This design comes from an exercise in tuning for small area and a short achievable clock period on the open sky130 flow, not from production work. The RTL was checked by simulation tests, not by an equivalence proof against the original design. No run shown here takes its clock network from TritonCTS; it comes from the design's own scripts or RTL. The clock input has no modelled driver; a real chip could not lean on it and would need a root buffer or a full tree. Power is estimated from default activity; no workload was simulated.

--- design.v ---
module gpio_read_mux (
    input         en,
    input  [9:0]  sel,
    input  [31:0] d0, d1, d2, d3, d4, d5, d7, d8, d9,
    input  [1:0]  d6,
    output [31:0] rd
);
    wire off = !en;
    genvar i;
    generate
        for (i = 0; i < 32; i = i + 1) begin : bit_
            wire x1, x2, x3;
            gpio_aoi222 g1 (.a1(sel[0]), .a2(d0[i]), .b1(sel[1]), .b2(d1[i]),
                            .c1(sel[2]), .c2(d2[i]), .y(x1));
            gpio_aoi222 g2 (.a1(sel[3]), .a2(d3[i]), .b1(sel[4]), .b2(d4[i]),
                            .c1(sel[5]), .c2(d5[i]), .y(x2));
            if (i < 2) begin : ctrl_
                wire x4;
                gpio_aoi222 g3 (.a1(sel[7]), .a2(d7[i]), .b1(sel[8]), .b2(d8[i]),
                                .c1(sel[9]), .c2(d9[i]), .y(x3));
                gpio_nand2 g4 (.a(sel[6]), .b(d6[i]), .y(x4));
                gpio_aoi41 g5 (.a1(x1), .a2(x2), .a3(x3), .a4(x4), .b(off), .y(rd[i]));
            end else begin : data_
                gpio_aoi222 g3 (.a1(sel[7]), .a2(d7[i]), .b1(sel[8]), .b2(d8[i]),
                                .c1(sel[9]), .c2(d9[i]), .y(x3));
                gpio_aoi31 g5 (.a1(x1), .a2(x2), .a3(x3), .b(off), .y(rd[i]));
            end
        end
    endgenerate
endmodule
module gpio_aoi222 (input a1, a2, b1, b2, c1, c2, output y);
    assign y = !((a1 && a2) || (b1 && b2) || (c1 && c2));
endmodule
module gpio_aoi31 (input a1, a2, a3, b, output y);
    assign y = !((a1 && a2 && a3) || b);
endmodule
module gpio_aoi41 (input a1, a2, a3, a4, b, output y);
    assign y = !((a1 && a2 && a3 && a4) || b);
endmodule
module gpio_nand2 (input a, b, output y);
    assign y = !(a && b);
endmodule
module top_module (
    input         pclk,
    input         presetn,
    input         psel,
    input         penable,
    input         pwrite,
    input  [31:0] paddr,
    input  [31:0] pwdata,
    output [31:0] prdata,
    output        pready,
    output        irq,
    input  [31:0] aux_in,
    input  [31:0] pad_in,
    output [31:0] pad_out,
    output [31:0] pad_oe
);
    reg  [31:0] r_in, r_out, r_oe, r_inte, r_ptrig, r_aux, r_eclk, r_nec;
    reg  [1:0]  r_ctrl;
    reg         r_irq;
    reg  [31:0] r_pad_out;
    reg  [31:0] r_prdata;
    wire        aligned = (paddr[31:6] == 26'd0) && (paddr[1:0] == 2'd0);
    wire [3:0]  a = paddr[5:2];
    wire        wsetup = psel && !penable && pwrite && aligned;
    wire        pick_out   = wsetup && (a == 4'd1);
    wire        pick_oe    = wsetup && (a == 4'd2);
    wire        pick_inte  = wsetup && (a == 4'd3);
    wire        pick_ptrig = wsetup && (a == 4'd4);
    wire        pick_aux   = wsetup && (a == 4'd5);
    wire        pick_ctrl  = wsetup && (a == 4'd6);
    wire        pick_eclk  = wsetup && (a == 4'd8);
    wire        pick_nec   = wsetup && (a == 4'd9);
    reg we_out, we_oe, we_inte, we_ptrig, we_aux, we_ctrl, we_eclk, we_nec;
    reg hold_out, hold_oe, hold_inte, hold_ptrig, hold_aux, hold_eclk, hold_nec;
    always @(posedge pclk or negedge presetn) begin
        if (!presetn) begin
            {we_out, we_oe, we_inte, we_ptrig, we_aux, we_ctrl, we_eclk, we_nec} <= 8'd0;
            {hold_out, hold_oe, hold_inte, hold_ptrig, hold_aux, hold_eclk, hold_nec} <= 7'd0;
        end else begin
            we_out     <= pick_out;
            we_oe      <= pick_oe;
            we_inte    <= pick_inte;
            we_ptrig   <= pick_ptrig;
            we_aux     <= pick_aux;
            we_ctrl    <= pick_ctrl;
            we_eclk    <= pick_eclk;
            we_nec     <= pick_nec;
            hold_out   <= !pick_out   && (hold_out   || we_out);
            hold_oe    <= !pick_oe;
            hold_inte  <= !pick_inte  && (hold_inte  || we_inte);
            hold_ptrig <= !pick_ptrig && (hold_ptrig || we_ptrig);
            hold_aux   <= !pick_aux   && (hold_aux   || we_aux);
            hold_eclk  <= !pick_eclk  && (hold_eclk  || we_eclk);
            hold_nec   <= !pick_nec   && (hold_nec   || we_nec);
        end
    end
    wire [31:0] out_nx   = ({32{we_out}}   & pwdata) | ({32{hold_out}}   & r_out);
    wire [31:0] oe_nx    = ({32{we_oe}}    & pwdata) | ({32{hold_oe}}    & r_oe);
    wire [31:0] inte_nx  = ({32{we_inte}}  & pwdata) | ({32{hold_inte}}  & r_inte);
    wire [31:0] ptrig_nx = ({32{we_ptrig}} & pwdata) | ({32{hold_ptrig}} & r_ptrig);
    wire [31:0] aux_nx   = ({32{we_aux}}   & pwdata) | ({32{hold_aux}}   & r_aux);
    wire [31:0] eclk_nx  = ({32{we_eclk}}  & pwdata) | ({32{hold_eclk}}  & r_eclk);
    wire [31:0] nec_nx   = ({32{we_nec}}   & pwdata) | ({32{hold_nec}}   & r_nec);
    wire [31:0] pad_nx  = (aux_nx & aux_in) | (~aux_nx & out_nx);
    wire [31:0] pad_val = (r_oe & r_pad_out) | (~r_oe & pad_in);
    wire        inte_valid = hold_inte || we_inte;
    wire [31:0] ints_raw = r_inte & (r_in ^ r_ptrig);
    wire [1:0]  ctrl_nx = we_ctrl ? pwdata[1:0]
                                  : {r_ctrl[1] | (r_ctrl[0] & r_irq), r_ctrl[0]};
    wire [9:0]  rsel;
    assign rsel[0] = (a == 4'd0);
    assign rsel[1] = (a == 4'd1) && hold_out;
    assign rsel[2] = (a == 4'd2);
    assign rsel[3] = (a == 4'd3) && hold_inte;
    assign rsel[4] = (a == 4'd4) && hold_ptrig;
    assign rsel[5] = (a == 4'd5) && hold_aux;
    assign rsel[6] = (a == 4'd6);
    assign rsel[7] = (a == 4'd7) && hold_inte;
    assign rsel[8] = (a == 4'd8) && hold_eclk;
    assign rsel[9] = (a == 4'd9) && hold_nec;
    wire [31:0] rd_nx;
    gpio_read_mux u_rd (
        .en   (aligned && presetn),
        .sel  (rsel),
        .d0   (pad_val),
        .d1   (r_out),
        .d2   (r_oe),
        .d3   (r_inte),
        .d4   (r_ptrig),
        .d5   (r_aux),
        .d6   (ctrl_nx),
        .d7   (ints_raw),
        .d8   (r_eclk),
        .d9   (r_nec),
        .rd   (rd_nx)
    );
    always @(posedge pclk or negedge presetn) begin
        if (!presetn) begin
            r_oe      <= 32'd0;
            r_ctrl    <= 2'd0;
            r_irq     <= 1'b0;
            r_pad_out <= 32'd0;
        end else begin
            r_oe      <= oe_nx;
            r_ctrl    <= ctrl_nx;
            r_irq     <= inte_valid && (|ints_raw);
            r_pad_out <= pad_nx;
        end
    end
    always @(posedge pclk) begin
        r_in    <= pad_val;
        r_out   <= out_nx;
        r_inte  <= inte_nx;
        r_ptrig <= ptrig_nx;
        r_aux   <= aux_nx;
        r_eclk  <= eclk_nx;
        r_nec   <= nec_nx;
        r_prdata <= rd_nx;
    end
    assign prdata  = r_prdata;
    assign pready  = 1'b1;
    assign irq     = r_irq;
    assign pad_out = r_pad_out;
    assign pad_oe  = r_oe;
endmodule
--- standard.sh ---
#!/bin/bash
# synth_recipe.tcl (not shown) runs the flow's synth.tcl, then flattens the netlist and writes it again
# the make line also repeats each setting of config.mk as NAME=value (left out here)
make -C /OpenROAD-flow-scripts/flow DESIGN_CONFIG=/design/flow/config.mk WORK_HOME=/design/flow/orfs CLKGATE_MAP_FILE= SYNTH_SCRIPT=/design/flow/synth_recipe.tcl "${@:-finish}"
--- config.mk ---
export PLATFORM = sky130hd
export DESIGN_NAME = top_module
export DESIGN_NICKNAME = top_module
export VERILOG_FILES = /design/flow/design.v
export SDC_FILE = /design/flow/constraint.sdc
export NUM_CORES = 4
export LEC_CHECK = 0
export CAP_MARGIN = 20
export CORE_MARGIN = 2
export CORE_UTILIZATION = 40
export SETUP_SLACK_MARGIN = 2.6
export SLEW_MARGIN = 20
export SYNTH_HIERARCHICAL = 1
export TNS_END_PERCENT = 20
--- constraint.sdc ---
create_clock -name core_clock -period 4.5 [get_ports {pclk}]
set_input_delay 0.9000 -clock core_clock [delete_from_list [all_inputs] [get_ports {pclk}]]
set_output_delay 0.9000 -clock core_clock [all_outputs]
set_load 0.01 [all_outputs]
--- flow/clock_tree.tcl ---
# Two-level clock tree, built in place of clock_tree_synthesis (sourced as
# PRE_CTS_TCL). The flip-flops are split by position into quadrants of equal
# size, and each quadrant into groups of equal size (a split is into columns
# of equal count, each cut into rows of equal count). Each group gets a
# buffer at its centre, and each quadrant a buffer at the centre of its
# groups' buffers, driven by the clock port (4 pins at most). Every
# flip-flop thus sees two buffers with about the same load. The cells are
# CLOCK_TREE_TOP_CELL and CLOCK_TREE_LEAF_CELL.
proc my_split {pts cols rows} {
  set n [llength $pts]
  set sx [lsort -integer -index 1 $pts]
  set out {}
  for {set c 0} {$c < $cols} {incr c} {
    set col [lsort -integer -index 2 [lrange $sx [expr {$c * $n / $cols}] [expr {($c + 1) * $n / $cols - 1}]]]
    set m [llength $col]
    for {set r 0} {$r < $rows} {incr r} {
      lappend out [lrange $col [expr {$r * $m / $rows}] [expr {($r + 1) * $m / $rows - 1}]]
    }
  }
  return $out
}

proc my_buffer {name pts innet cell} {
  set block [ord::get_db_block]
  set master [[ord::get_db] findMaster $cell]
  set buf [odb::dbInst_create $block $master $name]
  set net [odb::dbNet_create $block ${name}_net]
  $net setSigType CLOCK
  set x 0; set y 0
  foreach s $pts { incr x [lindex $s 1]; incr y [lindex $s 2] }
  set x [expr {$x / [llength $pts]}]; set y [expr {$y / [llength $pts]}]
  [$buf findITerm A] connect $innet
  [$buf findITerm X] connect $net
  $buf setLocation [expr {$x - [$master getWidth] / 2}] [expr {$y - [$master getHeight] / 2}]
  $buf setPlacementStatus PLACED
  return [list $net $x $y]
}

proc my_clock_tree {} {
  set block [ord::get_db_block]
  set clk [$block findNet $::env(CLOCK_TREE_PORT)]
  set sinks {}
  foreach it [$clk getITerms] {
    set bb [[$it getInst] getBBox]
    lappend sinks [list $it [expr {([$bb xMin] + [$bb xMax]) / 2}] [expr {([$bb yMin] + [$bb yMax]) / 2}]]
  }
  foreach it [$clk getITerms] { $it disconnect }
  set qc $::env(CLOCK_TREE_TOP_COLS); set qr $::env(CLOCK_TREE_TOP_ROWS)
  set lc $::env(CLOCK_TREE_LEAF_COLS); set lr $::env(CLOCK_TREE_LEAF_ROWS)
  puts "clock tree: [llength $sinks] sinks, [expr {$qc * $qr}] top buffers, [expr {$lc * $lr}] leaf buffers each"
  set q 0
  foreach quad [my_split $sinks $qc $qr] {
    set groups [my_split $quad $lc $lr]
    # Top buffer at the centre of its leaf buffers, which sit at the
    # centres of their groups.
    set centres {}
    foreach g $groups {
      set x 0; set y 0
      foreach s $g { incr x [lindex $s 1]; incr y [lindex $s 2] }
      lappend centres [list {} [expr {$x / [llength $g]}] [expr {$y / [llength $g]}]]
    }
    set top [lindex [my_buffer clktree_top_$q $centres $clk $::env(CLOCK_TREE_TOP_CELL)] 0]
    set l 0
    foreach g $groups {
      set leaf [lindex [my_buffer clktree_leaf_${q}_$l $g $top $::env(CLOCK_TREE_LEAF_CELL)] 0]
      foreach s $g { [lindex $s 0] connect $leaf }
      incr l
    }
    incr q
  }
  set_propagated_clock [all_clocks]
}

my_clock_tree
# The tree is built: leave nothing for clock_tree_synthesis to do.
proc clock_tree_synthesis {args} { puts "clock_tree_synthesis skipped: tree built by clock_tree.tcl" }
--- flow/run.sh ---
#!/bin/bash
# Standard layout with two changes: the port buffers are buf_1 cells instead
# of the resizer's default choice, and the clock tree is the two-level tree
# that clock_tree.tcl builds (run by the CTS step in place of
# clock_tree_synthesis). Each tool's output is in the ORFS logs under orfs/,
# and make's own output in standard.log.
set -euo pipefail
export BUFFER_PORTS_ARGS="-buffer_cell sky130_fd_sc_hd__buf_1"
export PRE_CTS_TCL="$PWD/flow/clock_tree.tcl"
export CLOCK_TREE_PORT=pclk
export CLOCK_TREE_TOP_COLS=2 CLOCK_TREE_TOP_ROWS=2
export CLOCK_TREE_LEAF_COLS=2 CLOCK_TREE_LEAF_ROWS=2
export CLOCK_TREE_TOP_CELL=sky130_fd_sc_hd__clkbuf_16 CLOCK_TREE_LEAF_CELL=sky130_fd_sc_hd__clkbuf_16
bash standard.sh > standard.log 2>&1
==> results of run 1 <==
==> how the worst min path moves through the flow <==
stage / end / slack [ps] / depth (start not counted)
2_1_floorplan: r_nec[31] / 440 / 1
3_3_place_gp: r_eclk[30] / 450 / 1
3_5_place_dp: r_nec[6] / 450 / 1
4_1_cts: r_eclk[31] / 480 / 1
5_1_grt: r_eclk[15] / 490 / 1
6_report: r_pad_out[5] / 480 / 1
==> layout by cell type, fill, tap and decap left out, types with 4 or more instances in the layout <==
cell type / Yosys / layout
dfxtp_1: 256 / 256
a22o_1: 224 / 224
buf_1: 0 / 224
a222oi_1: 96 / 96
dfrtp_1: 82 / 81
mux2_2: 65 / 65
xor2_1: 32 / 32
and2_1: 32 / 32
buf_4: 1 / 31
a31oi_1: 35 / 28
clkbuf_16: 0 / 21
buf_12: 0 / 19
a22oi_1: 16 / 16
and3_4: 0 / 10
nor2_1: 8 / 6
a31oi_2: 0 / 6
nor4_2: 1 / 5
nand4_1: 5 / 5
and3_2: 4 / 5
nand2_1: 4 / 4
==> sequential cells by signal (all words and copies together) (netlist names), 2 cells and up <==
| signal | flops |
|---|---|
| r_aux | 32 |
| r_ctrl | 2 |
| r_eclk | 32 |
| r_in | 32 |
| r_inte | 32 |
| r_nec | 32 |
| r_oe | 32 |
| r_out | 32 |
| r_pad_out | 32 |
| r_prdata | 32 |
| r_ptrig | 32 |
==> critical path: cells and delay by family <==
family | cells | cell delay, ps
compound gates | 2 | 460
simple gates | 2 | 350
buf+inv | 3 | 400
==> Yosys stat by module, one instance, submodules excluded <==
module,flops+latches,cell area [um^2]
gpio_nand2,0,3.754
gpio_aoi41,0,16.27
gpio_read_mux,0,3.754
gpio_aoi31,0,6.256
gpio_aoi222,0,10.01
top_module,338,11080
==> repair_timing <==
item,4_1_cts,5_1_grt
resized for setup,45,25
endpoints found under the hold margin,0,0
cloned,6,5
buffers inserted,20,12
setup endpoints to repair,67,68
pin swaps,18,23
==> kinds of logic (layout without fill, tap and decap cells) <==
| family | count (synthesis) | count (layout) |
|---|---|---|
| AOI/OAI and AO/OA | 377 | 377 |
| and+or+nand+nor | 84 | 93 |
| DFF | 338 | 338 |
| other | 1 | 2 |
| buffers and inverters | 61 | 305 |
| muxes | 65 | 65 |
| xor gates and xnor gates | 32 | 32 |
==> through the flow <==
stage                     hold slack (ps)  utilization  setup WS [ps]  cell area (um^2)
after floorplan                     438.8            -           2185             12330
after global placement              454.4       0.4472           1464             13610
after detailed placement            455.0       0.4472           1404             13610
after CTS                           480.9       0.4794           2527             14590
after global routing                491.7       0.4910           2487             14940
final                               481.3       0.4910           2561             14940
==> power by group through the flow <==
stage	sequential [mW]	clock [mW]	combinational (mW)
2_1_floorplan	3.09	0	0.0574
4_1_cts	3.02	1.74	0.213
6_report	3.02	1.71	0.237
3_5_place_dp	3.09	0	0.181
3_3_place_gp	3.09	0	0.179
5_1_grt	3.02	1.85	0.253
==> Yosys cell counts, types with 4 or more instances <==
master / number / area, um^2
and3_2: 4 / 30.03
mux2_2: 65 / 732.0
nor2b_1: 4 / 25.02
clkbuf_1: 57 / 214.0
dfxtp_1: 256 / 5125
and3_1: 6 / 37.54
a22oi_1: 16 / 120.1
a22o_1: 224 / 1962
a31oi_1: 35 / 219.0
nor4_1: 7 / 43.79
dfrtp_1: 82 / 2052
and2_1: 32 / 200.2
a222oi_1: 96 / 960.9
nor2_1: 8 / 30.03
xor2_1: 32 / 280.3
nand4_1: 5 / 31.28
nand2_1: 4 / 15.01
==> area by class of cell <==
type,instances,area share
antenna,1,0.0001675
buffer,20,0.03350
sequential,338,0.4804
timing repair buffer,283,0.1070
inverter,2,0.0005024
tap,396,0.03316
multi-input combinational,568,0.3453
==> layer usage <==
layer / GRT usage / share of wire / vias to the layer above / routed length (um)
met5: 0 / 0.00077 / - / 32
met4: 0.06888 / 0.027 / 4 / 1132
met3: 0.03223 / 0.081 / 63 / 3375
met2: 0.4082 / 0.47 / 515 / 19650
met1: 0.3449 / 0.42 / 5004 / 17520
li1: - / - / 4434 / -
==> impl_results.md, run 1 <==
- Synthesized Nets: between 1000 and 1500
- Dpl cells: 1544
- Slew @ Worst Pin: roughly 760 ps
- Drt wl/cell: between 20 and 30 um
- Sequential power share: 0.608
- Int Power: around 3.9 mW
- FP Rows: 64
- Initial drt markers: 1347
- Pwr/cell area: ~330 mW/mm^2
- Largest family of logic cells by synthesized area: compound AO/OA/AOI/OAI gates
- Drt pass-1 iters: 9
- FF+latch count, synth: 338
- Sw Ratio: 0.2148
- Worst r2r path cells: 6
- Die height: about 180 um
- First-pass GRT wire length: between 60000 and 70000 um
- Fillcell total: ~2700
- Status: finished clean
- Worst setup path start: paddr[2]
- Slowest-stage cell, CP: a222oi_1
- Post-DP HPWL: 23060 um
- GR Util All Layers: 0.2487
- Arrival @ worst endpoint: 2130 ps
- Post-Layout Cell Count: 1608
- Fin nets: 1346
- F_max: 0.5158 GHz
- Hold crit path type: in -> async
- RR Startpoint: hold_inte
- Post-synthesis sequential area ratio: 0.5846
- Global route overflow: 0
- Max incr delay on CP: around 330 ps
- Worst Setup Start Kind: input pin
- Critical path endpoint: r_prdata[16]
- Synth Area in Adders: 0
- Drc violations: 0
- Psw: roughly 1.1 mW
- PortBufs: about 230
- Mapped Area: roughly 0.012 mm^2
- Antenna viol nets, final: 0
- Number of I/O pins: around 230
- Clk pwr share: 0.345
- Clk slew on worst S/H paths: 90 ps
- Core footprint: between 0.03 and 0.04 mm^2
- Post-synthesis compound-gate area fraction: 0.2708
- Critical path capture point type: flip-flop
- Comb pwr share: 0.048
- Unrepaired setup endpoints after global routing: yes
- Worst-path cell chain: buf_6, nor2b_4, and3_4, buf_12, buf_4, a222oi_1, a31oi_1
- Clock latency (worst-skew pair): around 320 ps
- Die area: ~0.032 mm^2
- Max Cap Viol: 0
- CP Class: in -> reg
- Drt via density: just over 6
- Mapped Avg Cell Area: 12.82 um^2
- Horiz. Die Dim: roughly 180 um
- Largest net degree at the start of global routing: roughly 50
- Vias in the first global route: about 10000
- Total number of yosys warnings: 7
- Via count: between 10000 and 15000
- Area grow syn2layout: 21.71%
- Share of layout cells above drive strength 1: 0.1594
- Static Leak: between 5 and 6 nW
- Peak supply drop: ~0.17 mV
- Synth Instances: between 900 and 1000
- Mux cell area share after synthesis: 0.05962
- Setup TNS: 0 ps
- Synth unique cells: 36
- XOR/XNOR share of the synthesized area: 0.02283
- Initial antenna violation count: 3
- Post-synth ARST share: 0.2426
- Seq. cell area: 0.007178 mm^2
- Starting density of the core: 0.4035
- Worst EP required: approximately 4700 ps
- Gpl congestion: 0.7819
- Worst Skew: around 9.6 ps
- Worst R2R Setup Slack: roughly 2700 ps
- Hold-fix buffers, CTS: 0
- Routed WL: 41710 um
- Multi-input gate area: roughly 0.0052 mm^2
- Fin crit share: 0.4309
- # setup viols final: 0
- EDFF count, synth: 0
- Endpoints failing hold: 0
- Final slew viol count: 0
- Post-synthesis simple-gate area fraction: 0.04230
- Total power: 4.971 mW
- Slew Limit Headroom: 0.4953
- Largest fanout on the critical path: 9
- Top FF cell, synth: dfxtp_1
- Endpoint of the worst-slack reg-to-reg timing path: r_prdata[25]
- Tmin final: 1939 ps
==> run 2: changes to the inputs <==
--- a/config.mk
+++ b/config.mk
@@ -8,7 +8,6 @@
 export CAP_MARGIN = 20
 export CORE_MARGIN = 2
-export CORE_UTILIZATION = 40
-export SETUP_SLACK_MARGIN = 2.6
+export CORE_UTILIZATION = 55
+export SETUP_SLACK_MARGIN = 2.5
 export SLEW_MARGIN = 20
 export SYNTH_HIERARCHICAL = 1
-export TNS_END_PERCENT = 20
==> impl_results.md, run 2 <==
- Status: finished clean
- Post-DP HPWL: between 20000 and 25000 um
- Fin nets: 1330
- Largest fanout on the critical path: 7
- Commonest non-fill, non-tap cell in the layout: dfxtp_1
- Critical path capture point type: flip-flop
- Vias in the first global route: 9896
- Mapped Area: about 0.012 mm^2
- Drt pass-1 iters: 7
- Design Area, Final: ~0.015 mm^2
- Synth Instances: 958
- Worst EP required: around 4700 ps
- Worst Setup Start Kind: input pin
- Gpl congestion: around 0.78
- Peak supply drop: 0.2734 mV
- Horiz. Die Dim: 153.4 um
- Slowest-stage cell, CP: a222oi_1
- Place WS: about 1400 ps
- Fin crit share: 0.4407
- Final slew viol count: 0
- Share of layout cells above drive strength 1: 0.1414
- Hold crit path type: reg -> reg
- Drt via density: about 6.9
- Worst R2R Setup Slack: approximately 2700 ps
- Yosys top cell by area: dfxtp_1
- Post-Layout Cell Count: between 1000 and 1500
- Clock latency (worst-skew pair): between 300 and 400 ps
- Area grow syn2layout: 18.19%
- Post-synthesis sequential area ratio: 0.5846
- Max incr delay on CP: approximately 370 ps
- Slew Limit Headroom: 0.4358
- Yosys top cell area share: 0.4174
- Static Leak: around 5.6 nW
- Synth unique cells: 36
- # setup viols final: 0
- Max Cap Viol: 0
- Most frequent cell after synthesis: dfxtp_1
- Routed WL: roughly 40000 um
- Worst-path cell chain: buf_6, nor2b_4, buf_12, and3_4, buf_4, a222oi_1, a31oi_1
- Arrival @ worst endpoint: ~2200 ps
- Core footprint: 0.02189 mm^2
- Largest net degree at the start of global routing: 48
- Total number of yosys warnings: 7
- F_max: 0.5042 GHz
- Antenna viol nets, final: 0
- Dpl cells: between 1000 and 1500
- Worst Skew: about 11 ps
- PortBufs: between 200 and 250
- CP Class: in -> reg
- Final hold slack: 481.7 ps
- Global route overflow: 0
- Endpoints failing hold: 0
- EDFF count, synth: 0
- Initial drt markers: between 1500 and 2000
- Top post-synthesis cells by count: dfxtp_1, a22o_1, a222oi_1
- Starting density of the core: 0.5608
- Post-synth ARST share: 0.2426
- Die area: ~0.024 mm^2
- Unrepaired setup endpoints after global routing: yes
- Via count: between 10000 and 15000
- Placed Area: 0.01351 mm^2
- Final core utilization: 0.6628
- Drt wl/cell: between 20 and 30 um
- Number of I/O pins: about 230
- First-pass GRT wire length: just under 60000 um
- Setup WS post-layout: 2517 ps
- Top FF cell, synth: dfxtp_1
- FF+latch count, synth: roughly 340
- Tmin final: ~2000 ps
- Synthesized Nets: 1091
- Die height: 153.4 um
- Slew @ Worst Pin: around 850 ps
- Initial antenna violation count: 0
- Setup TNS: 0 ps
- GR Util All Layers: 0.3210
- Drc violations: 0
- Dominant cells by area after synthesis: dfxtp_1, dfrtp_1, a22o_1, a222oi_1, mux2_2
- Clk slew on worst S/H paths: around 80 ps
- Pwr/cell area: ~340 mW/mm^2
- Most frequent cells in the layout: dfxtp_1, a22o_1, buf_1
- Mapped Avg Cell Area: between 10 and 15 um^2
- Total power: between 4 and 5 mW
- Antenna cells: 0
- FP Rows: 54
-- run 2: cell counts after synthesis --
No cell type changed its count.
-- run 2: modules after synthesis, one instance, submodules excluded --
module / area, um^2 / times used / flops+latches / cells
gpio_aoi222: 10.01 / 96 / 0 / 1
gpio_aoi41: 16.27 / 2 / 0 / 1
top_module: 11080 / 1 / 338 / 827
gpio_read_mux: 3.754 / 1 / 0 / 1
gpio_aoi31: 6.256 / 30 / 0 / 1
gpio_nand2: 3.754 / 2 / 0 / 1
-- run 2: final timing paths --
kind,startpoint,to,depth (start not counted)
hold / removal,r_nec[7],r_nec[7],1
setup reg to reg,we_out,r_pad_out[6],3
min in group asynchronous,presetn,r_oe[10],1
hold reg to reg,r_nec[7],r_nec[7],1
setup / recovery,paddr[2],r_prdata[13],7
max in group asynchronous,presetn,we_aux,2
-- run 2: power by group --
group          switching [mW]  internal (mW)  leakage, nW
Sequential            0.00696           3.01         3.18
Combinational           0.138         0.0791         2.19
Clock                   0.900          0.799        0.246
Total                    1.05           3.89         5.62
-- run 2: repair_timing --
item	in CTS	in global routing
setup endpoints to repair	63	32
cloned	4	1
buffers inserted	17	1
pin swaps	8	15
gates resized for setup	31	12
hold endpoints to repair	0	0
hold buffers	0	0
-- run 2: worst max-delay path: cells and delay by family --
family	cells	cell delay, ps
AO/OA/AOI/OAI	2	510
buffers and inverters	3	410
AND/OR/NAND/NOR	2	340
-- run 2: cell families after synthesis --
family                    synth area share
muxes                              0.05962
other                            0.0003055
DFF                                 0.5846
and+or+nand+nor                    0.04230
buffers and inverters              0.01957
AOI/OAI and AO/OA                   0.2708
xor gates and xnor gates           0.02283
-- run 2: cell type report --
class | instances | area, um^2
inverters | 2 | 7.507
well taps | 280 | 350.3
multi-input cells | 563 | 5039
repair buffers | 272 | 1435
plain buffers | 20 | 500.5
flip-flops and latches | 338 | 7178
fillers | 1722 | 7381
-- run 2: metal layers --
layer	vias to the layer above	track usage	routed length (um)
li1	4399	-	-
met1	5030	0.4872	16950
met2	647	0.4887	17360
met3	85	0.03374	4177
met4	0	0.09174	1225
met5	-	0	0
==> run 3: changes to the inputs <==
--- a/config.mk
+++ b/config.mk
@@ -8,5 +8,5 @@
 export CAP_MARGIN = 20
 export CORE_MARGIN = 2
-export CORE_UTILIZATION = 55
+export CORE_UTILIZATION = 65
 export SETUP_SLACK_MARGIN = 2.5
 export SLEW_MARGIN = 20
==> impl_results.md, run 3 <==
- Int Power: 3.891 mW
- Synth Instances: roughly 960
- Drt via density: roughly 7.3
- # setup viols final: 0
- Unrepaired setup endpoints after global routing: yes
- Worst R2R Setup Slack: roughly 2600 ps
- Die height: ~140 um
- Synth unique cells: 36
- Tmin final: 2036 ps
- Comb pwr share: 0.044
- Antenna viol nets, final: 0
- Routed WL: around 38000 um
- WHS Endpoint: r_nec[7]
- Dominant cells by area after synthesis: dfxtp_1, dfrtp_1, a22o_1, a222oi_1, mux2_2
- Final core utilization: 0.7760
- Synthesized Nets: 1091
- Die area: 0.02000 mm^2
- Horiz. Die Dim: ~140 um
- Drc violations: 0
- Sequential power share: 0.613
- Largest fanout on the critical path: 32
- Endpoint of the worst-slack reg-to-reg timing path: r_pad_out[14]
- Mapped Avg Cell Area: between 10 and 15 um^2
- Final hold slack: slightly below 500 ps
- Area grow syn2layout: 17.84%
- F_max: roughly 0.49 GHz
- Critical path capture point type: flip-flop
- Hold depth: 1
- Gpl congestion: a little over 0.8
- Endpoints failing hold: 0
- Starting density of the core: 0.6585
- GR Util All Layers: 0.3675
- Mapped Area: between 0.01 and 0.015 mm^2
- Static Leak: between 5 and 6 nW
- Hold Crit Start: r_nec[7]
- Setup TNS: 0 ps
- Number of I/O pins: 231
- EDFF count, synth: 0
- Slew @ Worst Pin: between 1000 and 1500 ps
- Sw Ratio: 0.2111
- CP Class: in -> reg
- Hold crit path type: reg -> reg
- PortBufs: approximately 230
- First-pass GRT wire length: about 58000 um
- Fillcell total: ~1200
- Yosys top cell area share: 0.4174
- Status: finished clean
- Post-synth ARST share: 0.2426
- Arrival @ worst endpoint: around 2300 ps
- Post-synthesis sequential area ratio: 0.5846
- RR Startpoint: we_aux
- Most frequent cell after synthesis: dfxtp_1
- Worst Setup Start Kind: input pin
- Initial antenna violation count: 1
- Clk pwr share: 0.343
- Design Area, Final: roughly 0.014 mm^2
- Core footprint: approximately 0.019 mm^2
- Largest net degree at the start of global routing: 62
- Pwr/cell area: roughly 340 mW/mm^2
- Final slew viol count: 0
- Vias in the first global route: between 10000 and 15000
- Most frequent cells in the layout: dfxtp_1, a22o_1, buf_1
- Initial drt markers: approximately 1600
- Slowest-stage cell, CP: nor4_1
- FP Rows: 50
- Total number of yosys warnings: 7
- Worst Skew: 9.682 ps
- Worst r2r path cells: 3
- Fin nets: 1331
- FF+latch count, synth: 338
- Peak supply drop: 0.2890 mV
- Critical path buffers and inverters: 3
- Drt pass-1 iters: 8
- Via count: between 10000 and 15000
- Fin crit share: 0.4524
- Global route overflow: 0
- Delay-heaviest family, CP: simple AND/OR/NAND/NOR gates
- Slew Limit Headroom: 0.2016
- Yosys top cell by area: dfxtp_1
- Top post-synthesis cells by count: dfxtp_1, a22o_1, a222oi_1
- Placed Area: between 0.01 and 0.015 mm^2
- Clock latency (worst-skew pair): 310 ps
- Commonest non-fill, non-tap cell in the layout: dfxtp_1
- Max incr delay on CP: 350 ps
- Max Cap Viol: 0
- Top FF cell, synth: dfxtp_1
- Post-DP HPWL: between 20000 and 25000 um
- Psw: roughly 1.0 mW
- Drt wl/cell: around 27 um
- Share of layout cells above drive strength 1: 0.1396
- Worst EP required: 4730 ps
- Clk slew on worst S/H paths: approximately 80 ps
- Worst-path cell chain: buf_1, nor4_1, nand4_1, nor3_1, inv_1, buf_6, a31oi_1
[run 3: kinds of logic (layout without fill, tap and decap cells)]
logic type                Yosys count  in the layout  synth area share
DFF                               338            338            0.5846
AOI/OAI and AO/OA                 377            377            0.2708
and+or+nand+nor                    84             89           0.04230
muxes                              65             65           0.05962
other                               1              2         0.0003055
xor gates and xnor gates           32             32           0.02283
buffers and inverters              61            294           0.01957
[run 3: power by group through the flow]
stage               Sequential, mW  Combinational [mW]  Clock [mW]
floorplan                     3.09              0.0580           0
global placement              3.09               0.172           0
detailed placement            3.09               0.175           0
CTS                           3.02               0.198        1.68
global route                  3.02               0.230        1.79
finish                        3.02               0.217        1.69
[run 3: how the worst max path moves through the flow]
stage | to | slack, ps | depth (start not counted) | startpoint
finish | r_prdata[25] | 2460 | 7 | paddr[16]
CTS | hold_inte | 2500 | 5 | paddr[21]
global placement | r_prdata[0] | 1520 | 5 | paddr[5]
detailed placement | r_prdata[1] | 1400 | 5 | paddr[5]
global route | r_prdata[7] | 2450 | 7 | paddr[16]
floorplan | r_prdata[0] | 2210 | 3 | paddr[4]
[run 3: routing by layer]
metal  GRT usage  up-vias  wire [um]  part of all wire
met2      0.5718      825      17240              0.45
met3     0.06075       83       4776              0.12
met4     0.09737        0        901             0.023
li1            -     4393          -                 -
met1      0.5391     5106      15530              0.40
met5           0        -          0                 0
[run 3: layout make-up]
class | count | area [um^2] | share of cell area
inverter | 2 | 7.507 | 0.0005189
sequential | 338 | 7177 | 0.4961
multi-input combinational | 564 | 5041 | 0.3485
timing repair buffer | 272 | 1445 | 0.09990
antenna | 1 | 2.502 | 0.0001730
buffer | 20 | 500.5 | 0.03460
tap | 234 | 292.8 | 0.02024
[run 3: per-stage QoR]
| step | setup slack [ps] | instances | power, mW |
|---|---|---|---|
| 3_3_place_gp | 1518 | 1383 | 3.262 |
| 2_1_floorplan | 2205 | 958 | 3.146 |
| 6_report | 2464 | 1431 | 4.932 |
| 4_1_cts | 2501 | 1417 | 4.904 |
| 3_5_place_dp | 1405 | 1383 | 3.265 |
| 5_1_grt | 2447 | 1430 | 5.048 |
[run 3: modules after synthesis, one instance, submodules excluded]
module / flops+latches / times used
gpio_read_mux: 0 / 1
gpio_aoi222: 0 / 96
gpio_nand2: 0 / 2
top_module: 338 / 1
gpio_aoi31: 0 / 30
gpio_aoi41: 0 / 2
[run 3: timing repair]
action                     4_1_cts  5_1_grt
pin swaps                        8       10
setup endpoints to repair       40       47
resized for setup               30       10
hold buffers                     0        0
setup buffers                   10       12
cloned                           4        1
==> run 4: changes to the inputs <==
--- a/config.mk
+++ b/config.mk
@@ -8,6 +8,6 @@
 export CAP_MARGIN = 20
 export CORE_MARGIN = 2
-export CORE_UTILIZATION = 65
-export SETUP_SLACK_MARGIN = 2.5
+export CORE_UTILIZATION = 40
+export SETUP_SLACK_MARGIN = 2.55
 export SLEW_MARGIN = 20
 export SYNTH_HIERARCHICAL = 1
==> impl_results.md, run 4 <==
- Status: finished clean
- Final hold slack: about 480 ps
- Fin nets: ~1300
- Top FF cell, synth: dfxtp_1
- Drt wl/cell: 25.70 um
- Final core utilization: 0.4887
- Mapped Area: around 0.012 mm^2
- Arrival @ worst endpoint: between 2000 and 2500 ps
- Gpl congestion: between 0.7 and 0.8
- Slowest-stage cell, CP: a222oi_1
- Clock latency (worst-skew pair): roughly 320 ps
- Worst R2R Setup Slack: 2620 ps
- Core footprint: 0.03043 mm^2
- Worst Skew: around 15 ps
- Worst-path cell chain: buf_12, nor2b_4, and3_4, buf_12, a222oi_1, a31oi_2
- Synthesized Nets: ~1100
- Most frequent cell after synthesis: dfxtp_1
- Post-synth ARST share: 0.2426
- Area grow syn2layout: 21.13%
- Max Cap Viol: 0
- Global route overflow: 0
- Largest fanout on the critical path: 7
- Routed WL: ~40000 um
- Endpoints failing hold: 0
- Crit-path most repeated cell: buf_12
- Drc violations: 0
- Dominant cells by area after synthesis: dfxtp_1, dfrtp_1, a22o_1, a222oi_1, mux2_2
- F_max: a little over 0.5 GHz
- # setup viols final: 0
- Die area: roughly 0.032 mm^2
- First-pass GRT wire length: between 60000 and 70000 um
- CP Class: in -> reg
- Antenna cells: 0
- Max incr delay on CP: 460 ps
- Initial antenna violation count: 1
- GR Util All Layers: 0.2443
- Pwr/cell area: about 330 mW/mm^2
- Largest net degree at the start of global routing: 50
- Commonest non-fill, non-tap cell in the layout: dfxtp_1
- Most frequent cells in the layout: dfxtp_1, a22o_1, buf_1
- Number of I/O pins: 231
- Starting density of the core: 0.4035
- PortBufs: between 200 and 250
- Synth Instances: ~960
- Drt via density: 6.262
- Slew @ Worst Pin: 690.4 ps
- Worst EP required: ~4700 ps
- Clk slew on worst S/H paths: approximately 80 ps
- Vias in the first global route: between 9000 and 10000
- Mapped Avg Cell Area: ~13 um^2
- Initial drt markers: around 1300
- Horiz. Die Dim: ~180 um
- EDFF count, synth: 0
- Post-synthesis sequential area ratio: 0.5846
- Die height: about 180 um
- Top post-synthesis cells by count: dfxtp_1, a22o_1, a222oi_1
- Antenna viol nets, final: 0
- Final slew viol count: 0
- Unrepaired setup endpoints after global routing: yes
- Critical path capture point type: flip-flop
- Tmin final: just under 2000 ps
- Share of layout cells above drive strength 1: 0.1568
- Peak supply drop: approximately 0.20 mV
- Total number of yosys warnings: 7
- Via count: between 10000 and 15000
- Worst Setup Start Kind: input pin
- Yosys top cell area share: 0.4174
- Slew Limit Headroom: 0.5398
- FF+latch count, synth: 338
- Total power: between 4 and 5 mW
- Static Leak: approximately 5.7 nW
- Fillcell total: ~2800
- Drt pass-1 iters: 10
- Synth unique cells: 36
- Post-DP HPWL: between 20000 and 25000 um
- Hold crit path type: reg -> reg
- Setup TNS: 0 ps
- FP Rows: 64
- Hold-fix buffers, CTS: 0
- Fin crit share: 0.4367
- Yosys top cell by area: dfxtp_1
[run 4: path summary, 6_finish.rpt]
path | start | to | cells after the start
worst max-delay path | paddr[5] | r_prdata[26] | 6
min in group asynchronous | presetn | r_oe[3] | 1
worst min register to register | r_eclk[9] | r_eclk[9] | 1
max in group asynchronous | presetn | we_aux | 2
worst min-delay path | r_eclk[9] | r_eclk[9] | 1
worst max register to register | hold_inte | r_prdata[21] | 6
[run 4: cells by family (layout without fill, tap and decap cells)]
group,count (synthesis),after routing,synth area share
AO/OA/AOI/OAI,377,377,0.2708
flip-flops,338,338,0.5846
AND/OR/NAND/NOR,84,89,0.04230
multiplexers,65,65,0.05962
buffers and inverters,61,303,0.01957
XOR/XNOR,32,32,0.02283
other,1,1,0.0003055
[run 4: area by class of cell]
| cell class | instances | area, um^2 | share of cell area |
|---|---|---|---|
| buffer | 20 | 500.5 | 0.03366 |
| timing repair buffer | 281 | 1575 | 0.1059 |
| sequential | 338 | 7178 | 0.4827 |
| multi-input combinational | 564 | 5114 | 0.3439 |
| tap | 396 | 495.5 | 0.03332 |
| inverter | 2 | 7.507 | 0.0005048 |
[run 4: routing by layer]
layer | vias to the layer above | wire, um | GRT usage
li1 | 4419 | - | -
met2 | 506 | 19190 | 0.4061
met4 | 2 | 1099 | 0.06552
met1 | 5024 | 17450 | 0.3393
met3 | 75 | 3387 | 0.02523
met5 | - | 14 | 0
[run 4: Yosys stat by module (local to each module, per instance)]
| module | cells inside | cell area (um^2) | flip-flops and latches |
|---|---|---|---|
| gpio_aoi31 | 1 | 6.256 | 0 |
| gpio_read_mux | 1 | 3.754 | 0 |
| gpio_aoi222 | 1 | 10.01 | 0 |
| gpio_nand2 | 1 | 3.754 | 0 |
| top_module | 827 | 11080 | 338 |
| gpio_aoi41 | 1 | 16.27 | 0 |
[run 4: power breakdown]
part           switching [mW]  leakage [nW]  internal (mW)
Sequential            0.00692          3.18           3.01
Combinational           0.143          2.26         0.0848
Clock                   0.914         0.246          0.800
[run 4: per-stage QoR]
stage / setup WS, ps / cell area, um^2 / instances
floorplan: 2205 / 12340 / 958
global placement: 1421 / 13630 / 1545
detailed placement: 1422 / 13640 / 1546
CTS: 2525 / 14600 / 1591
global route: 2506 / 14870 / 1601
finish: 2535 / 14870 / 1601
[run 4: critical path, delay by kind of cell]
| family | cells | cell delay (ps) |
|---|---|---|
| AO/OA/AOI/OAI | 2 | 610 |
| buffers and inverters | 2 | 260 |
| AND/OR/NAND/NOR | 2 | 370 |
[run 4: what timing repair did]
action	4_1_cts	5_1_grt
gates resized for setup	34	29
gates cloned	4	4
pin swaps	11	13
setup endpoints to repair	49	40
buffers inserted	21	6
==> run 5: changes to the inputs <==
--- a/config.mk
+++ b/config.mk
@@ -9,5 +9,6 @@
 export CORE_MARGIN = 2
 export CORE_UTILIZATION = 40
-export SETUP_SLACK_MARGIN = 2.55
+export PLACE_DENSITY = 0.75
+export SETUP_SLACK_MARGIN = 2.5
 export SLEW_MARGIN = 20
 export SYNTH_HIERARCHICAL = 1
==> impl_results.md, run 5 <==
- Status: finished clean
- Total power: 4.929 mW
- Post-DP HPWL: approximately 24000 um
- Max Cap Viol: 0
- Die height: 179.2 um
- Endpoints failing hold: 0
- EDFF count, synth: 0
- Setup WS post-layout: between 2000 and 2500 ps
- Commonest non-fill, non-tap cell in the layout: dfxtp_1
- Synth unique cells: 36
- Area grow syn2layout: 18.00%
- Initial antenna violation count: 2
- Via count: 10050
- Share of layout cells above drive strength 1: 0.1345
- Yosys top cell by area: dfxtp_1
- F_max: about 0.5 GHz
- Number of I/O pins: around 230
- Most frequent cell after synthesis: dfxtp_1
- Drt wl/cell: 24.82 um
- First-pass GRT wire length: just under 60000 um
- Worst Skew: between 15 and 20 ps
- Starting density of the core: 0.4035
- Mapped Avg Cell Area: 12.82 um^2
- Slew @ Worst Pin: just over 700 ps
- Static Leak: between 5 and 6 nW
- Psw: 1.045 mW
- Dominant cells by area after synthesis: dfxtp_1, dfrtp_1, a22o_1, a222oi_1, mux2_2
- PortBufs: 229
- Die area: around 0.032 mm^2
- FF+latch count, synth: ~340
- Worst-path cell chain: buf_6, nor2b_4, buf_4, and3_2, a222oi_1, a31oi_1
- CP Class: in -> reg
- GR Util All Layers: 0.2339
- Vias in the first global route: 9823
- Drc violations: 0
- Max incr delay on CP: about 400 ps
- Clk pwr share: 0.345
- FP Rows: between 60 and 70
- Mapped Area: around 0.012 mm^2
- Top FF cell, synth: dfxtp_1
- Post-synth ARST share: 0.2426
- Routed WL: slightly below 40000 um
- Worst Setup Start Kind: input pin
- Worst EP required: between 4000 and 5000 ps
- Largest net degree at the start of global routing: 48
- Yosys top cell area share: 0.4174
- Fin nets: between 1000 and 1500
- Place WS: 1374 ps
- Setup TNS: 0 ps
- Int Power: about 3.9 mW
- Design Area, Final: 0.01449 mm^2
- Total number of yosys warnings: 7
- Hold crit path type: reg -> reg
- Sequential power share: 0.613
- Sw Ratio: 0.2120
- Fin crit share: 0.4459
- Gpl congestion: 0.7814
- Clk slew on worst S/H paths: 80 ps
- Top post-synthesis cells by count: dfxtp_1, a22o_1, a222oi_1
- Critical path capture point type: flip-flop
- Peak supply drop: about 0.17 mV
- Global route overflow: 0
- Core footprint: roughly 0.030 mm^2
- Synth Instances: approximately 960
- Drt via density: 6.333
- Delay-heaviest family, CP: compound AO/OA/AOI/OAI gates
- Tmin final: 2006 ps
- Slowest-stage cell, CP: a222oi_1
- Largest fanout on the critical path: 8
- Final core utilization: 0.4761
- # setup viols final: 0
- Post-synthesis sequential area ratio: 0.5846
- Horiz. Die Dim: roughly 180 um
- Initial drt markers: approximately 1600
- Comb pwr share: 0.042
- Critical path buffers and inverters: 2
- Drt pass-1 iters: 7
- Antenna viol nets, final: 0
- Synthesized Nets: roughly 1100
- Arrival @ worst endpoint: between 2000 and 2500 ps
- Hold-fix buffers, CTS: 0
- Slew Limit Headroom: 0.5303
- Placed Area: about 0.014 mm^2
- Final slew viol count: 0
- Pwr/cell area: 340.2 mW/mm^2
- Clock latency (worst-skew pair): between 300 and 400 ps
- Unrepaired setup endpoints after global routing: yes
- Most frequent cells in the layout: dfxtp_1, a22o_1, buf_1
## run 5: cells by family after synthesis
group / share of synthesized area
xor gates and xnor gates: 0.02283
other: 0.0003055
muxes: 0.05962
AOI/OAI and AO/OA: 0.2708
DFF: 0.5846
and+or+nand+nor: 0.04230
buffers and inverters: 0.01957
## run 5: metal layers
layer  track usage  share of wire
met5             0        0.00033
met4       0.06317          0.028
met3       0.02269          0.080
met2        0.3958           0.48
met1        0.3198           0.41
## run 5: worst reg2reg max path: stages (launching register included)
cell and delay (ps):
dfrtp_1 750, buf_4 420, a22o_1 270, mux2_2 340
## run 5: path summary, 6_finish.rpt
path,from,endpoint,slack [ps],cells past startpoint
setup / recovery,paddr[5],r_prdata[18],2490,6
hold / removal,r_eclk[9],r_eclk[9],480,1
setup reg to reg,we_aux,r_pad_out[7],2600,3
hold reg to reg,r_eclk[9],r_eclk[9],480,1
max in group asynchronous,presetn,r_pad_out[22],3030,2
min in group asynchronous,presetn,r_pad_out[4],500,1
## run 5: area by class of cell
class | instances | area, um^2
repair buffers | 265 | 1255
diodes | 1 | 2.502
inverters | 2 | 7.507
plain buffers | 20 | 500.5
fillers | 2763 | 15940
flip-flops and latches | 338 | 7177
well taps | 396 | 495.5
multi-input cells | 565 | 5049
## run 5: power by group through the flow
stage	clock [mW]	combinational (mW)	sequential (mW)
after global placement	0	0.175	3.09
after floorplan	0	0.0580	3.09
after CTS	1.72	0.201	3.02
after global routing	1.82	0.222	3.02
after detailed placement	0	0.179	3.09
final	1.70	0.206	3.02
## run 5: per-module statistics from Yosys (local to each module, per instance)
| module | times used | cells inside | cell area (um^2) |
|---|---|---|---|
| gpio_aoi222 | 96 | 1 | 10.01 |
| gpio_aoi31 | 30 | 1 | 6.256 |
| top_module | 1 | 827 | 11080 |
| gpio_nand2 | 2 | 1 | 3.754 |
| gpio_read_mux | 1 | 1 | 3.754 |
| gpio_aoi41 | 2 | 1 | 16.27 |
## run 5: stage by stage
step | hold WS (ps) | instances
after floorplan | 438.8 | 958
after global placement | 455.6 | 1546
after detailed placement | 454.7 | 1546
after CTS | 481.7 | 1582
after global routing | 493.6 | 1586
final | 480.2 | 1587
## run 5: repair_timing
item | in CTS | in global routing
buffers inserted | 11 | 3
resized for setup | 32 | 9
hold endpoints to repair | 0 | 0
pin swaps | 8 | 7
cloned | 5 | 1
setup endpoints to repair | 43 | 32
==> run 6: changes to the inputs <==
--- a/config.mk
+++ b/config.mk
@@ -9,5 +9,4 @@
 export CORE_MARGIN = 2
 export CORE_UTILIZATION = 40
-export PLACE_DENSITY = 0.75
 export SETUP_SLACK_MARGIN = 2.5
 export SLEW_MARGIN = 20
==> impl_results.md, run 6 <==
- Final hold slack: roughly 480 ps
- Initial drt markers: approximately 1400
- Vias in the first global route: 9835
- Sequential power share: 0.608
- Post-Layout Cell Count: 1596
- # setup viols final: 0
- Hold-fix buffers, CTS: 0
- Post-synthesis sequential area ratio: 0.5846
- Dpl cells: between 1500 and 2000
- Initial antenna violation count: 1
- Worst Skew: 10.22 ps
- Die height: ~180 um
- Largest net degree at the start of global routing: 47
- Synthesized Nets: 1091
- Delay-heaviest family, CP: compound AO/OA/AOI/OAI gates
- Worst-path cell chain: buf_12, nor2b_4, buf_6, and3_4, buf_12, a222oi_1, a41oi_2
- Status: finished clean
- Number of I/O pins: 231
- Seq. cell area: slightly above 0.007 mm^2
- Top post-synthesis cells by count: dfxtp_1, a22o_1, a222oi_1
- Area grow syn2layout: 19.83%
- Total power: ~5 mW
- Crit-path most repeated cell: buf_12
- Drt pass-1 iters: 7
- Peak supply drop: ~0.2 mV
- Setup TNS: 0 ps
- First-pass GRT wire length: between 50000 and 60000 um
- Drc violations: 0
- Int Power: roughly 3.9 mW
- Mapped Area: 0.01228 mm^2
- Most frequent cells in the layout: dfxtp_1, a22o_1, buf_1
- FP Rows: between 60 and 70
- CP Class: in -> reg
- Endpoints failing hold: 0
- Critical path buffers and inverters: 3
- PortBufs: ~230
- Slowest-stage cell, CP: a222oi_1
- Max Cap Viol: 0
- F_max: about 0.51 GHz
- Drt via density: ~6.3
- Worst Setup Start Kind: input pin
- Clk slew on worst S/H paths: ~90 ps
- Post-synth ARST share: 0.2426
- Fin nets: 1334
- Most frequent cell after synthesis: dfxtp_1
- Synth Instances: approximately 960
- Fin crit share: 0.4336
- Global route overflow: 0
- Dominant cells by area after synthesis: dfxtp_1, dfrtp_1, a22o_1, a222oi_1, mux2_2
- Arrival @ worst endpoint: 2140 ps
- Routed WL: roughly 41000 um
- Antenna viol nets, final: 0
- Commonest non-fill, non-tap cell in the layout: dfxtp_1
- Via count: approximately 10000
- Share of layout cells above drive strength 1: 0.1443
- Critical path capture point type: flip-flop
- Horiz. Die Dim: about 180 um
- Tmin final: 1951 ps
- Largest fanout on the critical path: 7
- Drt wl/cell: about 26 um
- Worst r2r path cells: 6
- Unrepaired setup endpoints after global routing: yes
- Yosys top cell by area: dfxtp_1
- Hold Crit Start: r_eclk[31]
- Endpoint of the worst-slack reg-to-reg timing path: r_prdata[30]
- Top FF cell, synth: dfxtp_1
- Clk pwr share: 0.348
- Final slew viol count: 0
- RR Startpoint: hold_inte
- FF+latch count, synth: roughly 340
- Fillcell total: roughly 2800
- Static Leak: 5.637 nW
- Yosys top cell area share: 0.4174
- Pwr/cell area: between 300 and 400 mW/mm^2
- Mapped Avg Cell Area: between 10 and 15 um^2
- WHS Endpoint: r_eclk[31]
- Comb pwr share: 0.044
- Hold crit path type: reg -> reg
- Psw: about 1.1 mW
- Die area: 0.03211 mm^2
- Clock latency (worst-skew pair): between 300 and 400 ps
- Starting density of the core: 0.4035
- Levels on crit path: 7
- Max incr delay on CP: around 360 ps
- Multi-input gate area: 0.005042 mm^2
- GR Util All Layers: 0.2424
- Post-DP HPWL: 23380 um
- Synth unique cells: 36
- Core footprint: 0.03043 mm^2
- Hold depth: 1
- Gpl congestion: 0.7926
- Slew @ Worst Pin: around 710 ps
- Worst EP required: 4690 ps
- Worst R2R Setup Slack: approximately 2700 ps
- Slew Limit Headroom: 0.5237
- Sw Ratio: 0.2165
- Total number of yosys warnings: 7
- EDFF count, synth: 0
run 6: final cells by class:
cell class                 count  area share
antenna                        1   0.0001701
buffer                        20     0.03402
inverter                       2   0.0005103
multi-input combinational    563      0.3427
sequential                   338      0.4879
tap                          396     0.03368
timing repair buffer         276      0.1010
run 6: worst max path at each step:
stage	startpoint	to	slack, ps
5_1_grt	paddr[5]	r_prdata[1]	2490
3_3_place_gp	paddr[5]	r_prdata[1]	1470
4_1_cts	paddr[5]	r_prdata[1]	2500
3_5_place_dp	paddr[4]	r_prdata[4]	1420
6_report	paddr[5]	r_prdata[1]	2550
2_1_floorplan	paddr[4]	r_prdata[0]	2210
run 6: metrics by stage:
stage	setup WS (ps)	util	area, um^2
3_3_place_gp	1466	0.4485	13650
5_1_grt	2493	0.4834	14710
3_5_place_dp	1418	0.4485	13650
2_1_floorplan	2205	-	12340
4_1_cts	2505	0.4743	14430
6_report	2549	0.4835	14710
run 6: metal layers:
metal | up-vias | track usage | wire (um)
met4 | 0 | 0.06317 | 1001
met5 | - | 0 | 0
met2 | 494 | 0.3970 | 19020
met3 | 59 | 0.03202 | 3336
met1 | 5034 | 0.3383 | 17370
li1 | 4404 | - | -
run 6: per-module statistics from Yosys, one instance, submodules excluded:
module | cells | copies in the design
top_module | 827 | 1
gpio_aoi41 | 1 | 2
gpio_aoi222 | 1 | 96
gpio_aoi31 | 1 | 30
gpio_nand2 | 1 | 2
gpio_read_mux | 1 | 1
run 6: power groups by stage:
stage / combinational (mW) / sequential [mW] / clock, mW
2_1_floorplan: 0.0580 / 3.09 / 0
3_3_place_gp: 0.181 / 3.09 / 0
3_5_place_dp: 0.182 / 3.09 / 0
4_1_cts: 0.204 / 3.02 / 1.75
5_1_grt: 0.237 / 3.02 / 1.85
6_report: 0.221 / 3.02 / 1.73
run 6: logic make-up (layout without fill, tap and decap cells):
family,count (synthesis),in the layout,synth area share
buffers and inverters,61,298,0.01957
AND/OR/NAND/NOR,84,88,0.04230
other,1,2,0.0003055
XOR/XNOR,32,32,0.02283
AO/OA/AOI/OAI,377,377,0.2708
flip-flops,338,338,0.5846
multiplexers,65,65,0.05962
run 6: repair_timing:
item                                    CTS  global route
resized for setup                        35            14
buffers inserted                         10            15
cloned                                    4             0
endpoints found under the setup margin   48            32
hold endpoints to repair                  0             0
pin swaps                                 9            13
==> run 7: changes to the inputs <==
--- a/config.mk
+++ b/config.mk
@@ -9,5 +9,6 @@
 export CORE_MARGIN = 2
 export CORE_UTILIZATION = 40
-export SETUP_SLACK_MARGIN = 2.5
+export SETUP_SLACK_MARGIN = 2.8
 export SLEW_MARGIN = 20
 export SYNTH_HIERARCHICAL = 1
+export TNS_END_PERCENT = 5
==> impl_results.md, run 7 <==
- Dpl cells: about 1500
- Clk slew on worst S/H paths: approximately 90 ps
- Horiz. Die Dim: approximately 180 um
- First-pass GRT wire length: 59260 um
- Via count: ~9900
- Endpoints failing hold: 0
- Global route overflow: 0
- Commonest non-fill, non-tap cell in the layout: dfxtp_1
- Crit-path most repeated cell: buf_12
- GR Util All Layers: 0.2401
- Initial drt markers: about 1300
- Status: finished clean
- Area grow syn2layout: 20.99%
- Synth unique cells: 36
- Setup TNS: 0 ps
- Post-synthesis compound-gate area fraction: 0.2708
- Post-synthesis simple-gate area fraction: 0.04230
- Hold crit path type: reg -> reg
- EDFF count, synth: 0
- Core footprint: around 0.030 mm^2
- Pwr/cell area: 333.7 mW/mm^2
- Yosys top cell area share: 0.4174
- Worst EP required: around 4700 ps
- Top post-synthesis cells by count: dfxtp_1, a22o_1, a222oi_1
- Antenna cells: 0
- Share of layout cells above drive strength 1: 0.1568
- Worst Skew: approximately 13 ps
- Die area: approximately 0.032 mm^2
- Worst-path cell chain: buf_12, nor2b_4, and3_4, buf_12, a222oi_1, a31oi_2
- Design Area, Final: 0.01485 mm^2
- CP Class: in -> reg
- Clock latency (worst-skew pair): between 300 and 400 ps
- Mapped Avg Cell Area: 12.82 um^2
- Slew Limit Headroom: 0.5481
- Drt wl/cell: between 20 and 30 um
- Placed Area: 0.01365 mm^2
- Place WS: ~1400 ps
- Starting density of the core: 0.4035
- Initial antenna violation count: 1
- Unrepaired setup endpoints after global routing: yes
- Slowest-stage cell, CP: a222oi_1
- Max incr delay on CP: slightly above 400 ps
- Die height: ~180 um
- Post-synth ARST share: 0.2426
- Mux cell area share after synthesis: 0.05962
- Tmin final: 1901 ps
- Worst Setup Start Kind: input pin
- Total number of yosys warnings: 7
- Post-Layout Cell Count: roughly 1600
- Setup WS post-layout: 2599 ps
- Sequential power share: 0.610
- Gpl congestion: roughly 0.8
- FF+latch count, synth: between 300 and 400
- Most frequent cell after synthesis: dfxtp_1
- FP Rows: 64
- Antenna viol nets, final: 0
- Number of I/O pins: about 230
- Slew @ Worst Pin: around 680 ps
- Synth Area in Adders: 0
- # setup viols final: 0
- Drt pass-1 iters: 6
- Synthesized Nets: about 1100
- Comb pwr share: 0.045
- Most frequent cells in the layout: dfxtp_1, a22o_1, buf_1
- Psw: 1.059 mW
- Clk pwr share: 0.345
- Worst R2R Setup Slack: 2730 ps
- Mapped Area: between 0.01 and 0.015 mm^2
- Top FF cell, synth: dfxtp_1
- Sw Ratio: 0.2135
- Post-synthesis sequential area ratio: 0.5846
- Total power: roughly 5 mW
- Largest net degree at the start of global routing: 49
- Fin nets: around 1300
- Static Leak: between 5 and 6 nW
- Synth Instances: between 900 and 1000
- Drc violations: 0
- Dominant cells by area after synthesis: dfxtp_1, dfrtp_1, a22o_1, a222oi_1, mux2_2
- Final slew viol count: 0
- Yosys top cell by area: dfxtp_1
- F_max: between 0.5 and 0.6 GHz
- Fin crit share: 0.4224
- Int Power: approximately 3.9 mW
- Drt via density: 6.214
- Arrival @ worst endpoint: approximately 2100 ps
- Peak supply drop: 0.1740 mV
- Max Cap Viol: 0
- Post-DP HPWL: between 20000 and 25000 um
- Vias in the first global route: between 9000 and 10000
- XOR/XNOR share of the synthesized area: 0.02283
- Routed WL: between 40000 and 50000 um
- Critical path capture point type: flip-flop
- Largest fanout on the critical path: 9
- Largest family of logic cells by synthesized area: compound AO/OA/AOI/OAI gates
- PortBufs: ~230
-- run 7: cell counts after synthesis --
Identical to the previous run, type by type.
-- run 7: worst max-delay path, delay by kind of cell --
| kind | cells | cell delay, ps |
|---|---|---|
| AND/OR/NAND/NOR | 2 | 360 |
| AO/OA/AOI/OAI | 2 | 550 |
| buffers and inverters | 2 | 270 |
-- run 7: layout make-up --
cell class	count	area [um^2]
repair buffers	282	1574
inverters	2	7.507
plain buffers	20	500.5
flip-flops and latches	338	7181
well taps	396	495.5
multi-input cells	563	5096
fillers	2755	15570
-- run 7: per-stage QoR --
step	hold WS [ps]	utilization
CTS	478.4	0.4827
detailed placement	456.5	0.4487
finish	479.8	0.4882
global route	491.1	0.4882
global placement	456.0	0.4487
floorplan	438.8	-
-- run 7: cells by family (layout without fill, tap and decap cells) --
family,Yosys count,in the layout
DFF,338,338
xor gates and xnor gates,32,32
and+or+nand+nor,84,88
AOI/OAI and AO/OA,377,377
buffers and inverters,61,304
other,1,1
muxes,65,65
-- run 7: power groups by stage --
stage               registers (mW)  logic (mW)  clock network (mW)
global route                  3.02       0.241                1.86
detailed placement            3.09       0.180                   0
CTS                           3.02       0.216                1.74
finish                        3.02       0.224                1.71
floorplan                     3.09      0.0574                   0
global placement              3.09       0.180                   0
-- run 7: per-module statistics from Yosys, one instance, submodules excluded --
module | copies in the design | cells | flops+latches
top_module | 1 | 827 | 338
gpio_read_mux | 1 | 1 | 0
gpio_aoi31 | 30 | 1 | 0
gpio_nand2 | 2 | 1 | 0
gpio_aoi41 | 2 | 1 | 0
gpio_aoi222 | 96 | 1 | 0
-- run 7: repair_timing --
item                                    4_1_cts  5_1_grt
gates resized for setup                      54       17
hold buffers                                  0        0
gates cloned                                  6        1
pin swaps                                    46       19
setup buffers                                22        5
endpoints found under the setup margin      211      161
-- run 7: worst paths after layout --
path / cells past startpoint / startpoint / to
min: 1 / r_eclk[24] / r_eclk[24]
max reg2reg: 5 / hold_out / r_prdata[21]
min in group asynchronous: 1 / presetn / r_pad_out[3]
max in group asynchronous: 2 / presetn / we_aux
min reg2reg: 1 / r_eclk[24] / r_eclk[24]
max: 6 / paddr[2] / r_prdata[28]
-- run 7: metal layers --
metal	GRT usage	part of all wire
met3	0.02884	0.085
met5	0	0.00030
met2	0.4026	0.47
met1	0.3311	0.42
met4	0.05712	0.023
==> run 8: changes to the inputs <==
--- a/config.mk
+++ b/config.mk
@@ -9,5 +9,5 @@
 export CORE_MARGIN = 2
 export CORE_UTILIZATION = 40
-export SETUP_SLACK_MARGIN = 2.8
+export SETUP_SLACK_MARGIN = 3.0
 export SLEW_MARGIN = 20
 export SYNTH_HIERARCHICAL = 1
==> impl_results.md, run 8 <==
- Met1 wire length: around 17000 um
- Starting density of the core: 0.4035
- Slowest-stage cell, CP: a222oi_1
- EDFF count, synth: 0
- Yosys top cell area share: 0.4174
- Worst EP required: around 4700 ps
- Post-DP HPWL: roughly 23000 um
- Horiz. Die Dim: between 150 and 200 um
- Dpl cells: between 1500 and 2000
- Area grow syn2layout: 22.10%
- Largest net degree at the start of global routing: 49
- # setup viols final: 0
- CP Class: in -> reg
- Via count: ~10000
- Most frequent cells in the layout: dfxtp_1, a22o_1, buf_1
- Core footprint: between 0.03 and 0.04 mm^2
- Clock latency (worst-skew pair): about 320 ps
- Vias in the first global route: around 10000
- Hold crit path type: in -> async
- Critical path capture point type: flip-flop
- Setup TNS: 0 ps
- GR Util All Layers: 0.2475
- Max Cap Viol: 0
- Mapped Avg Cell Area: between 10 and 15 um^2
- Antenna cells: 0
- Met3 WL post-DR: 3480 um
- Hold-fix buffers, CTS: 0
- Synthesized Nets: about 1100
- Top Layer Used: met5
- Most frequent cell after synthesis: dfxtp_1
- Total number of yosys warnings: 7
- First-pass GRT wire length: between 60000 and 70000 um
- Max incr delay on CP: 320 ps
- Number of I/O pins: roughly 230
- Static Leak: roughly 5.7 nW
- Status: finished clean
- Endpoints failing hold: 0
- Yosys top cell by area: dfxtp_1
- Share of layout cells above drive strength 1: 0.1582
- Worst-path cell chain: buf_12, nor2b_4, buf_4, and3_4, buf_12, a222oi_1, a31oi_2
- Post-synth ARST share: 0.2426
- Synth unique cells: 36
- Fin crit share: 0.4325
- Post-Layout Cell Count: roughly 1600
- Gpl congestion: ~0.77
- Tmin final: between 1500 and 2000 ps
- Fin nets: roughly 1300
- Worst Setup Start Kind: input pin
- Drc violations: 0
- Arrival @ worst endpoint: roughly 2100 ps
- Critical path buffers and inverters: 3
- Pwr/cell area: roughly 330 mW/mm^2
- FP Rows: 64
- Die area: about 0.032 mm^2
- Mapped Area: between 0.01 and 0.015 mm^2
- Slew @ Worst Pin: 699.6 ps
- F_max: around 0.51 GHz
- FF+latch count, synth: roughly 340
- Peak supply drop: ~0.19 mV
- PortBufs: ~230
- Delay-heaviest family, CP: compound AO/OA/AOI/OAI gates
- Antenna viol nets, final: 0
- Largest fanout on the critical path: 10
- Crit-path most repeated cell: buf_12
- Post-synthesis sequential area ratio: 0.5846
- Drt pass-1 iters: 8
- Final slew viol count: 0
- Dominant cells by area after synthesis: dfxtp_1, dfrtp_1, a22o_1, a222oi_1, mux2_2
- Initial antenna violation count: 1
- Slew Limit Headroom: 0.5336
- Clk slew on worst S/H paths: 80 ps
- Final hold slack: between 400 and 500 ps
- Synth Instances: approximately 960
- Commonest non-fill, non-tap cell in the layout: dfxtp_1
- Drt wl/cell: 25.64 um
- Drt via density: ~6.2
- Top post-synthesis cells by count: dfxtp_1, a22o_1, a222oi_1
- Worst Skew: 12.59 ps
- Routed WL: between 40000 and 50000 um
- Global route overflow: 0
- Met2 wire length: 19530 um
- Initial drt markers: approximately 1400
- Unrepaired setup endpoints after global routing: yes
- Top FF cell, synth: dfxtp_1
- Die height: about 180 um
==> run 8: final timing paths <==
path	from	endpoint	slack, ps	depth (start not counted)
min in group core_clock	r_eclk[2]	r_eclk[2]	480	1
max in group asynchronous	presetn	r_pad_out[21]	3000	2
max reg2reg	we_aux	r_pad_out[7]	2590	3
min	presetn	r_pad_out[3]	480	1
max	paddr[2]	r_prdata[16]	2550	7
min reg2reg	r_eclk[2]	r_eclk[2]	480	1
==> run 8: cell families after synthesis <==
| kind of cell | synth area share |
|---|---|
| compound gates | 0.2708 |
| xor+xnor | 0.02283 |
| buf+inv | 0.01957 |
| flops | 0.5846 |
| mux | 0.05962 |
| other cells | 0.0003055 |
| simple gates | 0.04230 |
==> run 8: metal layers <==
layer,GRT usage,vias to the layer above
met1,0.3366,4973
met5,0,-
met3,0.03265,60
li1,-,4410
met2,0.4122,525
met4,0.07224,2
==> run 8: modules after synthesis, one instance, submodules excluded <==
module	flops+latches	cells inside
gpio_aoi222	0	1
gpio_read_mux	0	1
gpio_aoi41	0	1
gpio_aoi31	0	1
gpio_nand2	0	1
top_module	338	827
==> run 8: per-stage QoR <==
step	util	total power [mW]	area, um^2	setup WS [ps]
floorplan	-	3.145	12330	2181
global placement	0.4487	3.270	13650	1464
detailed placement	0.4487	3.271	13650	1400
CTS	0.4897	4.996	14900	2612
global route	0.4926	5.117	14990	2478
finish	0.4926	4.978	14990	2554
==> run 8: what timing repair did <==
action / in CTS / in global routing
buffers inserted: 29 / 2
pin swaps: 46 / 9
setup endpoints to repair: 225 / 243
hold endpoints to repair: 0 / 0
gates resized for setup: 63 / 12
cloned: 5 / 0
==> run 8: area by class of cell <==
type / instances / area [um^2]
fill: 2786 / 15440
multi-input combinational: 562 / 5104
inverter: 2 / 7.507
buffer: 20 / 500.5
sequential: 338 / 7177
timing repair buffer: 285 / 1705
tap: 396 / 495.5
==> run 8: worst reg2reg max path, cell delays in order, from the launching register on <==
cell     delay (ps)
dfrtp_1         680
buf_4           480
a22o_1          300
mux2_2          350
==> run 8: report_power, final <==
group / leakage, nW / total (mW) / switching [mW] / internal, mW
Sequential: 3.18 / 3.02 / 0.00767 / 3.01
Combinational: 2.30 / 0.235 / 0.142 / 0.0927
Clock: 0.246 / 1.72 / 0.921 / 0.800
Total: 5.73 / 4.98 / 1.07 / 3.91

==> port drivers added, routing unchanged <==
The flow's constraints put no driver on any port. The routed layouts listed below were extracted and timed again, unchanged, in two steps. Step 1 sets driving cells, clkbuf_16 on the clock port and buf_2 on the other inputs (assumed; they add their load-dependent delay and slew). Step 2, shift: input delay + t, output delay - t, t = (earliest + latest rising clock arrival at the registers) / 2. This alone moves slack from input paths to output paths. Slacks: ideal ports / drivers / drivers and shift; pairs: ideal ports / drivers.
run | shift t [ns] | setup WS [ns] | hold slack, ns
run 1 | 0.414 | 2.561 / 2.484 / 2.220 | 0.481 / 0.412 / 0.484
run 2 | 0.410 | 2.517 / 2.526 / 2.173 | 0.482 / 0.440 / 0.482
run 3 | 0.407 | 2.464 / 2.543 / 2.136 | 0.483 / 0.431 / 0.483
run 4 | 0.415 | 2.535 / 2.462 / 2.165 | 0.479 / 0.422 / 0.479
run 5 | 0.412 | 2.494 / 2.522 / 2.134 | 0.480 / 0.434 / 0.480
run 6 | 0.417 | 2.549 / 2.493 / 2.183 | 0.481 / 0.421 / 0.481
run 7 | 0.419 | 2.599 / 2.563 / 2.236 | 0.480 / 0.420 / 0.480
run 8 | 0.420 | 2.554 / 2.547 / 2.188 | 0.479 / 0.413 / 0.479
After both steps every run listed still meets setup and hold. The setup slack of run 4, which loses most, moves by -0.073 ns with the drivers and by -0.370 ns with both steps.
